From an optimization exercise on the open Yosys and OpenROAD flow, aimed at small area, a short achievable clock period and few clock cycles; shortcuts taken in it are not production practice. RTL that was checked went through simulation tests only; none was proved equivalent to the original. The RTL of run 2 was laid out without a check of its function.

### design.v
module MM(clk,i,j,reset,read,write,index,read_data,write_data,finish);
	input clk, reset;
	input [19:0] read_data;
	output [19:0] i, j;
	output read, write, index, finish;
	output [39:0] write_data;
	localparam S_SZ = 3'd0, S_RA = 3'd1, S_RB = 3'd2, S_W = 3'd3,
	           S_X = 3'd4, S_DR = 3'd5, S_FIN = 3'd6;
	reg [2:0] st, st_n;
	reg [2:0] k, k_n;           
	reg pend, pend_n;           
	reg [1:0] dcnt, dcnt_n;
	reg xcnt, xcnt_n;
	reg lastw, lastw_n;
	reg [19:0] row, row_n, col, col_n;    
	reg [19:0] mcr, mcr_n;      
	reg [2:0] mbm1, mbm1_n;
	reg [19:0] ir, ir_n, jr, jr_n;
	reg rd, rd_n, wr, wr_n, idx, idx_n, fin, fin_n;
	reg col0, col0_n, mc1, mc1_n, elast, nlast;
	wire col1 = (col == 20'd1);
	wire row0 = (row == 20'd0);
	wire row1 = (row == 20'd1);
	wire [19:0] rowm1 = row - 20'd1;
	wire [19:0] nrow = col0 ? rowm1 : row;
	wire [19:0] ncol = (col0 ? mcr : col) - 20'd1;
	always @(posedge clk) begin
		elast <= row0 & col0;
		nlast <= col0 ? (row1 & mc1) : (row0 & col1);
	end
	wire b1 = (mbm1 == 3'd0);
	wire b2 = (mbm1 == 3'd1);
	always @(*) begin
		st_n = st; k_n = k; pend_n = pend; dcnt_n = dcnt; xcnt_n = xcnt; lastw_n = lastw;
		row_n = row; col_n = col; mcr_n = mcr; mbm1_n = mbm1; col0_n = col0; mc1_n = mc1;
		ir_n = row; jr_n = col;    
		rd_n = 1'b0; wr_n = 1'b0; idx_n = 1'b0; fin_n = 1'b0;
		case (st)
		S_SZ: begin
			rd_n = 1'b1; wr_n = 1'b1;
			case (ir[1:0])
			2'd2: begin mcr_n = read_data; col_n = read_data; mc1_n = (read_data == 20'd1); ir_n = 20'd0; end
			2'd0: begin col_n = ncol; col0_n = mc1; row_n = read_data; ir_n = 20'd1; end
			default: begin
				row_n = rowm1; mbm1_n = read_data[2:0] - 3'd1;
				st_n = S_RA; k_n = 3'd0; pend_n = 1'b0; lastw_n = 1'b0;
				ir_n = rowm1; jr_n = 20'd0; wr_n = 1'b0;
			end
			endcase
		end
		S_RA: begin
			st_n = S_RB; ir_n = {17'd0, k}; jr_n = pend ? ncol : col;
			rd_n = 1'b1; idx_n = 1'b1;
		end
		S_RB: begin
			if (pend && (k == 3'd1 || b1)) begin
				st_n = S_W; ir_n = row; jr_n = col; wr_n = 1'b1;
			end else if (k != mbm1) begin
				st_n = S_RA; k_n = k + 3'd1;
				ir_n = pend ? nrow : row; jr_n = {17'd0, k + 3'd1}; rd_n = 1'b1;
			end else if (elast) begin
				st_n = S_DR; dcnt_n = 2'd3;
			end else if (b1 | b2) begin
				st_n = S_X; xcnt_n = b1; pend_n = 1'b1;
			end else begin
				st_n = S_RA; k_n = 3'd0; pend_n = 1'b1;
				ir_n = nrow; jr_n = 20'd0; rd_n = 1'b1;
			end
		end
		S_X: begin
			if (xcnt) xcnt_n = 1'b0;
			else begin
				st_n = S_RA; k_n = 3'd0; ir_n = nrow; jr_n = 20'd0; rd_n = 1'b1;
			end
		end
		S_W: begin
			if (lastw) begin
				st_n = S_FIN;
			end else begin
				row_n = nrow; col_n = ncol; col0_n = col0 ? mc1 : col1; pend_n = 1'b0;
				if (k != mbm1) begin
					st_n = S_RA; k_n = k + 3'd1;
					ir_n = nrow; jr_n = {17'd0, k + 3'd1}; rd_n = 1'b1;
				end else if (nlast) begin
					st_n = S_DR; dcnt_n = 2'd2;
				end else begin
					st_n = S_X; xcnt_n = 1'b0; pend_n = 1'b1;
				end
			end
		end
		S_DR: begin
			if (dcnt == 2'd0) begin
				st_n = S_W; lastw_n = 1'b1; ir_n = row; jr_n = col; wr_n = 1'b1; fin_n = 1'b1;
			end else dcnt_n = dcnt - 2'd1;
		end
		default: begin
			st_n = S_FIN;
		end
		endcase
	end
	always @(posedge clk) begin
		if (reset) begin
			st <= S_SZ; ir <= 20'd2; rd <= 1'b1; wr <= 1'b1; idx <= 1'b0; fin <= 1'b0;
		end else begin
			st <= st_n; ir <= ir_n; rd <= rd_n; wr <= wr_n; idx <= idx_n; fin <= fin_n;
		end
		k <= k_n; pend <= pend_n; dcnt <= dcnt_n; xcnt <= xcnt_n; lastw <= lastw_n;
		row <= row_n; col <= col_n; mcr <= mcr_n; mbm1 <= mbm1_n;
		col0 <= col0_n; mc1 <= mc1_n;
		jr <= jr_n;
	end
	assign i = ir;
	assign j = jr;
	assign read = rd;
	assign write = wr;
	assign index = idx;
	assign finish = fin;
	reg [19:0] areg, breg;
	always @(posedge clk) begin
		if (st == S_RA) areg <= read_data;
		if (st == S_RB) breg <= read_data;
	end
	wire [10:0] y = (st == S_RB) ? {areg[9:0], 1'b0} : areg[19:9];
	reg [4:0] e_one, e_two, e_neg;
	integer m;
	always @(posedge clk) begin
		for (m = 0; m < 5; m = m + 1) begin
			e_neg[m] <= y[2*m+2];
			e_one[m] <= y[2*m+1] ^ y[2*m];
			e_two[m] <= (y[2*m+2] & ~y[2*m+1] & ~y[2*m]) | (~y[2*m+2] & y[2*m+1] & y[2*m]);
		end
	end
	wire [20:0] bx = {breg[19], breg};
	wire [20:0] b2x = {breg, 1'b0};
	reg [29:0] r0, r1, r2, r3, r4, r5;
	reg [20:0] pp;
	integer q;
	always @(*) begin
		r0 = 30'd0; r1 = 30'd0; r2 = 30'd0; r3 = 30'd0; r4 = 30'd0; r5 = 30'd0;
		for (q = 0; q < 5; q = q + 1) begin
			pp = ((bx & {21{e_one[q]}}) | (b2x & {21{e_two[q]}})) ^ {21{e_neg[q]}};
			case (q)
			0: r0 = {9'd0, ~pp[20], pp[19:0]};
			1: r1 = {7'd0, ~pp[20], pp[19:0], 1'b0, e_neg[0]};
			2: r2 = {5'd0, ~pp[20], pp[19:0], 1'b0, e_neg[1], 2'd0};
			3: r3 = {3'd0, ~pp[20], pp[19:0], 1'b0, e_neg[2], 4'd0};
			default: r4 = {1'd0, ~pp[20], pp[19:0], 1'b0, e_neg[3], 6'd0};
			endcase
		end
		r5 = {21'd0, e_neg[4], 8'd0};
	end
	wire [29:0] a1s = r0 ^ r1 ^ r2;
	wire [29:0] a1c = {((r0 & r1) | (r0 & r2) | (r1 & r2)), 1'b0};
	wire [29:0] b1s = r3 ^ r4 ^ r5;
	wire [29:0] b1c = {((r3 & r4) | (r3 & r5) | (r4 & r5)), 1'b0};
	wire [29:0] a2s = a1s ^ a1c ^ b1s;
	wire [29:0] a2c = {((a1s & a1c) | (a1s & b1s) | (a1c & b1s)), 1'b0};
	wire [29:0] a3s = a2s ^ a2c ^ b1c;
	wire [29:0] a3c = {((a2s & a2c) | (a2s & b1c) | (a2c & b1c)), 1'b0};
	reg [29:0] ps, pc;
	reg v_lo1, f_lo1, v_hi1, v_lo2, f_lo2, v_hi2, f_lo3;
	always @(posedge clk) begin
		ps <= a3s; pc <= a3c;
		v_lo1 <= (st == S_RB); f_lo1 <= (st == S_RB) && (k == 3'd0);
		v_hi1 <= v_lo1; v_lo2 <= v_lo1; f_lo2 <= f_lo1; v_hi2 <= v_hi1;
		f_lo3 <= f_lo2;
	end
	wire [29:0] pr = ps + pc + {10'd683, 20'd0};
	reg [29:0] qh;     
	reg [9:0] ql;      
	always @(posedge clk) begin
		qh <= ({30{v_lo2}} & {{10{pr[29]}}, pr[29:10]}) | ({30{v_hi2}} & pr);
		ql <= {10{v_lo2}} & pr[9:0];
	end
	reg [29:0] acch;
	reg [9:0] accl;
	reg cy;
	wire [29:0] acchm = f_lo3 ? 30'd0 : acch;
	wire [9:0] acclm = f_lo3 ? 10'd0 : accl;
	wire [30:0] hsum = {acchm, 1'b1} + {qh, cy};    
	always @(posedge clk) begin
		acch <= hsum[30:1];
		{cy, accl} <= {1'b0, acclm} + {1'b0, ql};
	end
	wire [39:0] acc = {acch, accl};
	assign write_data = acc;
endmodule
### flow/run.sh
#!/bin/bash
# Standard ORFS layout, with repair_timing aiming further below the clock period
# and small buffers on the ports.
set -euo pipefail
bash standard.sh SETUP_SLACK_MARGIN=6.0 "BUFFER_PORTS_ARGS=-buffer_cell sky130_fd_sc_hd__buf_2" finish > standard_flow.log 2>&1
### standard.sh
#!/bin/bash
# synth_recipe.tcl (not shown) runs the flow's synth.tcl, then flattens the netlist and writes it again
# the make line also repeats each setting of config.mk as NAME=value (left out here)
make -C /OpenROAD-flow-scripts/flow DESIGN_CONFIG=/design/flow/config.mk WORK_HOME=/design/flow/orfs CLKGATE_MAP_FILE= SYNTH_SCRIPT=/design/flow/synth_recipe.tcl "${@:-finish}"
### config.mk
export PLATFORM = sky130hd
export DESIGN_NAME = MM
export DESIGN_NICKNAME = MM
export VERILOG_FILES = /design/flow/design.v
export SDC_FILE = /design/flow/constraint.sdc
export NUM_CORES = 4
export LEC_CHECK = 0
export CAP_MARGIN = 20
export CORE_MARGIN = 2
export CORE_UTILIZATION = 55
export CTS_BUF_LIST = sky130_fd_sc_hd__clkbuf_16
export CTS_CLUSTER_DIAMETER = 60
export CTS_CLUSTER_SIZE = 40
export SETUP_SLACK_MARGIN = 5
export SLEW_MARGIN = 20
### constraint.sdc
create_clock -name core_clock -period 9.0 [get_ports {clk}]
set_input_delay 1.8000 -clock core_clock [delete_from_list [all_inputs] [get_ports {clk}]]
set_output_delay 1.8000 -clock core_clock [all_outputs]
set_load 0.01 [all_outputs]
==> results.json, run 1 <==
{
  "nFillCells": 2853,
  "grt_pass1_vias": 14300,
  "vias": 14600,
  "drt_wl_total_um": 49400,
  "seq_area_frac_synth_pct": 39.7,
  "netlist_instances": 1930,
  "dieWidth_um": 189,
  "cts_tree": "built",
  "drt_pass1_iterations": 6,
  "setup_ws_ns": 6.05,
  "drc": 0,
  "reg2reg_depth": 13,
  "timing.final.crit_period_ns": 2.95,
  "hold_class": "reg2reg",
  "dpl_cell_area_sq_um": 19600,
  "clkTransAtPathRegs_ns": 0.08,
  "synth_area_leaders": "dfxtp_1 22%, edfxtp_1 18%, ha_1 8.8%",
  "drive_above_1_share_pct": 14.7,
  "critPathKind": "reg2out",
  "start_util_pct": 56.0,
  "maxSlewHeadroom_pct": 32.2,
  "drtIter0Drc": 1136,
  "yosysTopAreaCell": "dfxtp_1",
  "antenna_left": 0,
  "routedWlPerCell_um": 20.1,
  "clock_latency_ns": 0.58,
  "worst-path-buf-inv": 1,
  "clockRootBuffer": "clkbuf_16",
  "grt_first_pass_wirelength_um": 77500,
  "core_area_sq_um": 33700,
  "finalHoldViolations": 0,
  "fp.dieArea_sq_um": 35800,
  "dp.cells": 2373,
  "finalCritPeriodShare_pct": 32.8,
  "cts_num_sinks": 318,
  "post-route-cell-area_sq_um": 21400,
  "rows": 67,
  "syn-num-nets": 2141,
  "crit_chain": "buf_2",
  "synth-seq-cells": 318,
  "area_growth_pct": 13.1,
  "final_cell_mix": "193 x dfxtp_1, 153 x xnor2_1, 129 x nand2_1, 128 x ha_1, 113 x edfxtp_1",
  "worst_pin_slew_ns": 1.02,
  "synthFlopType": "dfxtp_1",
  "cp_max_fo": 9,
  "max_stage_delay_ns": 0.42,
  "grt_max_degree": 43,
  "crit_end": "i[0]",
  "syn_area_sq_um": 18900,
  "synth_warnings": 1,
  "dpl.hpwl_um": 34900,
  "die_y_um": 189,
  "critPathCaptureType": "output port",
  "maxCapViolCount": 0,
  "rsz0062_at_grt": "true",
  "r2r-end": "qh[20]",
  "htree_levels": 1,
  "startpoint": "ir[0]",
  "vias_per_cell": 5.96,
  "cp_num_cells": 1,
  "fin_cells": 2452,
  "skew_ns": 0.0157,
  "cp.arrival_ns": 1.15,
  "grt-ovfl-total": 0,
  "gp_congestion": 0.967,
  "cp_top_family": "flip-flops",
  "maxSlewViolCount": 0,
  "synth-edff-count": 113,
  "grt_usage_pct": 27.0,
  "ios": 106,
  "cp-start-kind": "flip-flop",
  "diodes": 0,
  "setup-violations-final": 0,
  "io_buffers": 105,
  "async_flop_share_pct": 0,
  "required_ns": 7.20,
  "synth_top_area_share_pct": 21.7,
  "cp_slowest_cell": "dfxtp_4",
  "pre_cts_slack_ns": 5.27,
  "syn_area_per_cell_sq_um": 9.78,
  "setup-tns-final_ns": 0,
  "hold_start": "f_lo2",
  "ys_types": 84,
  "status": "finished clean",
  "fin_nets": 2193,
  "reg2reg_from": "ps[6]",
  "numCtsBuffers": 29,
  "antenna_found_initial": 0,
  "fmax_mhz": 339,
  "clockBufferDepth": 3,
  "final_common_cell": "dfxtp_1",
  "r2r_setup_slack_ns": 6.07
}
-- per-stage QoR --
step / hold slack [ns] / utilization, %
final: 0.327 / 63.4
after floorplan: 0.310 / -
after global placement: 0.311 / 58.2
after detailed placement: 0.312 / 58.2
after global routing: 0.333 / 63.4
after CTS: 0.329 / 62.3
-- worst register-to-register path, cell delays in order, from the launching register on --
cell      delay, ns
dfxtp_1        0.31
ha_1           0.33
ha_4           0.30
a31oi_2        0.10
nor2b_2        0.20
o311ai_4       0.11
o21ai_2        0.23
a311oi_2       0.12
buf_4          0.17
o41ai_4        0.30
a31oi_4        0.15
mux2i_4        0.21
buf_12         0.14
a21o_1         0.16
-- layer usage --
layer  wire, um  vias up  track usage [%]
li1           -     6998                -
met5          0        -                0
met3       3060      114             3.56
met1      20500     7023             34.5
met4       1910        0             9.42
met2      23900      487             47.1
-- cell usage after synthesis, drive strengths merged, types with 6 or more instances --
cell,number
dfxtp,205
xnor2,153
ha,133
nand2,132
o21ai,118
edfxtp,113
nor2,112
a21oi,104
clkbuf,100
a22oi,99
inv,74
fa,56
nor3,54
nor2b,47
a21o,45
xor2,43
nand3,38
mux2i,28
buf,25
a22o,24
nand2b,24
and2,19
nor4,17
a31oi,15
or3,13
o21a,12
or2,10
and3,8
o22ai,8
nand4,7
o21bai,7
a211oi,6
o211ai,6
o31ai,6
-- cell families after synthesis --
kind of cell | share of synthesized area (%)
xor+xnor | 9.09
fa+ha+maj | 14.8
mux | 1.74
simple gates | 13.1
compound gates | 17.5
buf+inv | 4.11
flops | 39.7
-- sequential cells by signal, indices dropped and copies added, names as in the netlist, 25 cells and up --
register / flops
ps: 29
pc: 25
qh: 30
acch: 30
-- layout make-up --
| cell class | count | area [sq um] | area share [%] |
|---|---|---|---|
| Clock buffer | 29 | 726 | 3.40 |
| Clock inverter | 24 | 342 | 1.60 |
| Inverter | 74 | 284 | 1.33 |
| Multi-Input combinational cell | 1413 | 11000 | 51.5 |
| Sequential cell | 318 | 7520 | 35.2 |
| Tap cell | 448 | 561 | 2.63 |
| Timing Repair Buffer | 146 | 935 | 4.38 |
-- worst min path at each step --
stage | depth (start not counted) | end
CTS | 0 | v_lo2
global placement | 0 | v_lo2
detailed placement | 0 | f_lo3
global route | 0 | v_lo2
finish | 0 | f_lo3
floorplan | 0 | f_lo2
-- timing repair --
action	in CTS	in global routing
resized for setup	44	44
setup buffers	10	13
endpoints found under the setup margin	114	85
gates cloned	1	2
hold buffers	0	0
pin swaps	9	10
Testbench counts, summed over its fixed seeds: cycles 19,884.
==> run 2, diff against run 1 <==
--- a/design.v
+++ b/design.v
@@ -11,7 +11,6 @@
 	reg pend, pend_n;           
 	reg [1:0] dcnt, dcnt_n;
 	reg xcnt, xcnt_n;
-	reg lastw, lastw_n;
 	reg [19:0] row, row_n, col, col_n;    
 	reg [19:0] mcr, mcr_n;      
 	reg [2:0] mbm1, mbm1_n;
@@ -31,7 +30,7 @@
 	wire b1 = (mbm1 == 3'd0);
 	wire b2 = (mbm1 == 3'd1);
 	always @(*) begin
-		st_n = st; k_n = k; pend_n = pend; dcnt_n = dcnt; xcnt_n = xcnt; lastw_n = lastw;
+		st_n = st; k_n = k; pend_n = pend; dcnt_n = dcnt; xcnt_n = xcnt;
 		row_n = row; col_n = col; mcr_n = mcr; mbm1_n = mbm1; col0_n = col0; mc1_n = mc1;
 		ir_n = row; jr_n = col;    
 		rd_n = 1'b0; wr_n = 1'b0; idx_n = 1'b0; fin_n = 1'b0;
@@ -43,7 +42,7 @@
 			2'd0: begin col_n = ncol; col0_n = mc1; row_n = read_data; ir_n = 20'd1; end
 			default: begin
 				row_n = rowm1; mbm1_n = read_data[2:0] - 3'd1;
-				st_n = S_RA; k_n = 3'd0; pend_n = 1'b0; lastw_n = 1'b0;
+				st_n = S_RA; k_n = 3'd0; pend_n = 1'b0;
 				ir_n = rowm1; jr_n = 20'd0; wr_n = 1'b0;
 			end
 			endcase
@@ -74,7 +73,7 @@
 			end
 		end
 		S_W: begin
-			if (lastw) begin
+			if (fin) begin    
 				st_n = S_FIN;
 			end else begin
 				row_n = nrow; col_n = ncol; col0_n = col0 ? mc1 : col1; pend_n = 1'b0;
@@ -90,7 +89,7 @@
 		end
 		S_DR: begin
 			if (dcnt == 2'd0) begin
-				st_n = S_W; lastw_n = 1'b1; ir_n = row; jr_n = col; wr_n = 1'b1; fin_n = 1'b1;
+				st_n = S_W; ir_n = row; jr_n = col; wr_n = 1'b1; fin_n = 1'b1;
 			end else dcnt_n = dcnt - 2'd1;
 		end
 		default: begin
@@ -104,7 +103,7 @@
 		end else begin
 			st <= st_n; ir <= ir_n; rd <= rd_n; wr <= wr_n; idx <= idx_n; fin <= fin_n;
 		end
-		k <= k_n; pend <= pend_n; dcnt <= dcnt_n; xcnt <= xcnt_n; lastw <= lastw_n;
+		k <= k_n; pend <= pend_n; dcnt <= dcnt_n; xcnt <= xcnt_n;
 		row <= row_n; col <= col_n; mcr <= mcr_n; mbm1 <= mbm1_n;
 		col0 <= col0_n; mc1 <= mc1_n;
 		jr <= jr_n;
--- a/config.mk
+++ b/config.mk
@@ -7,7 +7,7 @@
 export LEC_CHECK = 0
 export CAP_MARGIN = 20
 export CORE_MARGIN = 2
-export CORE_UTILIZATION = 55
+export CORE_UTILIZATION = 40
 export CTS_BUF_LIST = sky130_fd_sc_hd__clkbuf_16
 export CTS_CLUSTER_DIAMETER = 60
 export CTS_CLUSTER_SIZE = 40
==> results.json, run 2 <==
{
  "synth_warnings": 1,
  "worst_pin_slew_ns": 0.980,
  "skew_ns": 0.0323,
  "die_y_um": 221,
  "antenna_left": 0,
  "setup-violations-final": 0,
  "critPathCaptureType": "flip-flop",
  "cts_num_sinks": 317,
  "r2r_setup_slack_ns": 6.00,
  "maxSlewViolCount": 0,
  "fp.dieArea_sq_um": 48700,
  "ios": 106,
  "clockBufferDepth": 3,
  "drive_above_1_share_pct": 14.0,
  "status": "finished clean",
  "grt_usage_pct": 19.6,
  "async_flop_share_pct": 0,
  "syn-num-nets": 2114,
  "synth-seq-cells": 317,
  "syn_area_per_cell_sq_um": 9.87,
  "clkTransAtPathRegs_ns": 0.08,
  "finalCritPeriodShare_pct": 33.3,
  "rsz0062_at_grt": "true",
  "reg2reg_from": "ps[7]",
  "core_area_sq_um": 46500,
  "cp-start-kind": "flip-flop",
  "maxCapViolCount": 0,
  "post-route-cell-area_sq_um": 21200,
  "synth_area_leaders": "dfxtp_1 22%, edfxtp_1 18%, ha_1 8.9%",
  "setup_ws_ns": 6.00,
  "drt_wl_total_um": 48700,
  "vias_per_cell": 5.54,
  "finalHoldViolations": 0,
  "clockRootBuffer": "clkbuf_16",
  "area_growth_pct": 12.9,
  "fmax_mhz": 334,
  "grt_first_pass_wirelength_um": 75900,
  "ys_types": 83,
  "htree_levels": 1,
  "yosysMostFrequentCell": "dfxtp_1",
  "top_regs": "acch (30), qh (30), ps (29)",
  "fin_cells": 2586,
  "grt_pass1_vias": 13800,
  "grt-ovfl-total": 0,
  "critPathKind": "reg2reg",
  "nFillCells": 4415,
  "multiInputGateArea_sq_um": 10800,
  "hold_class": "reg2reg",
  "numCtsBuffers": 29,
  "dieWidth_um": 221,
  "io_buffers": 105,
  "cts_tree": "built",
  "yosysTopAreaCell": "dfxtp_1",
  "diodes": 0,
  "maxSlewHeadroom_pct": 34.6,
  "dpl_cell_area_sq_um": 19700,
  "reg2reg_depth": 10,
  "final_common_cell": "dfxtp_1",
  "routedWlPerCell_um": 18.8,
  "dp.cells": 2518,
  "drt_pass1_iterations": 5,
  "gp_congestion": 0.871,
  "vias": 14300,
  "synth_top_area_share_pct": 21.9,
  "synthTopCellsByCount": "205 x dfxtp_1, 151 x xnor2_1, 133 x ha_1",
  "setup-tns-final_ns": 0,
  "fin_nets": 2168,
  "hold_path_depth": 0,
  "cp_max_fo": 4,
  "cp.arrival_ns": 3.50,
  "synth-edff-count": 112,
  "hold_start": "f_lo2",
  "final_cell_mix": "196 x dfxtp_1, 150 x xnor2_1, 128 x ha_1, 126 x nand2_1, 118 x a21oi_1",
  "pre_cts_slack_ns": 5.03,
  "grt_max_degree": 48,
  "dpl.hpwl_um": 34200,
  "start_util_pct": 40.4,
  "netlist_instances": 1903,
  "drc": 0,
  "drtIter0Drc": 1245,
  "required_ns": 9.51,
  "clock_latency_ns": 0.60,
  "seq_area_frac_synth_pct": 39.8,
  "synthFlopType": "dfxtp_1",
  "seqCellArea_sq_um": 7480,
  "rows": 79,
  "r2r-end": "qh[29]",
  "whs_endpoint": "f_lo3",
  "syn_area_sq_um": 18800,
  "timing.final.crit_period_ns": 3.00,
  "antenna_found_initial": 1
}
-- run 2: worst max-delay path by stage --
stage	startpoint	end	slack, ns	depth (start not counted)
after floorplan	col0	col[16]	5.89	15
after global placement	st[2]	jr[2]	5.20	5
after detailed placement	st[2]	jr[0]	5.03	5
after CTS	f_lo3	acch[28]	6.00	12
after global routing	ps[18]	qh[29]	5.89	10
final	ps[7]	qh[29]	6.00	10
-- run 2: repair_timing --
item                                    CTS  global route
gates cloned                              0             1
pin swaps                                 4             5
endpoints found under the setup margin  154            95
setup buffers                            10             4
hold buffers                              0             0
gates resized for setup                  28            31
-- run 2: stage by stage --
stage | util [%] | hold slack, ns
2_1_floorplan | - | 0.310
5_1_grt | 45.6 | 0.351
3_3_place_gp | 42.5 | 0.315
3_5_place_dp | 42.5 | 0.314
6_report | 45.6 | 0.335
4_1_cts | 45.2 | 0.334
-- run 2: final cells by class --
class	instances	share of cell area, %
inverters	89	1.58
well taps	607	3.58
clock buffers	29	3.42
repair buffers	135	3.82
flip-flops and latches	317	35.3
clock inverters	24	1.55
multi-input cells	1385	50.7
-- run 2: logic make-up (layout without fill, tap and decap cells) --
| group | Yosys count | count (layout) | share of synthesized area [%] |
|---|---|---|---|
| adder cells (fa/ha/maj) | 189 | 189 | 14.8 |
| flip-flops | 317 | 317 | 39.8 |
| AND/OR/NAND/NOR | 486 | 486 | 12.9 |
| AO/OA/AOI/OAI | 485 | 485 | 17.4 |
| multiplexers | 34 | 34 | 1.85 |
| buffers and inverters | 201 | 277 | 4.33 |
| XOR/XNOR | 191 | 191 | 8.91 |
-- run 2: per-layer routing --
metal / vias up / part of all wire [%] / track usage, %
met2: 445 / 46 / 31.5
met4: 2 / 2.7 / 5.96
met3: 80 / 5.7 / 2.61
met5: - / 0.027 / 0
li1: 6932 / - / -
met1: 6860 / 46 / 27.3
-- run 2: critical path, cell delays in order (launching register included) --
cell      delay, ns
dfxtp_1        0.30
ha_1           0.29
ha_1           0.34
o21ai_2        0.19
a22oi_1        0.18
a311oi_2       0.36
o22ai_1        0.24
o41ai_4        0.41
a21oi_1        0.15
or3_1          0.33
a21oi_1        0.14

-- static timing again, ports no longer ideal --
How much do the figures lean on ideal ports? The routed layouts below were timed once more, with nothing changed but the port constraints.
Step 1 sets driving cells, clkbuf_16 on the clock port and buf_2 on the other inputs (assumed; they add their load-dependent delay and slew).
Step 2 also shifts input and output timing later by t, the mid clock arrival at the registers, as if the neighbouring blocks saw the same clock.
Slacks: ideal / step 1 / step 2; pairs: ideal / step 1.
run | t (ns) | setup WS [ns] | hold slack, ns | cell pins on the clock port's net
run 1 | 0.623 | 6.046 / 5.993 / 5.889 | 0.327 / 0.327 / 0.327 | 1
run 2 | 0.635 | 6.005 / 5.985 / 5.985 | 0.335 / 0.335 / 0.335 | 1
After both steps setup and hold are still met in every run listed. The setup slack of run 1, which loses most, moves by -0.053 ns with the drivers and by -0.157 ns with both steps.
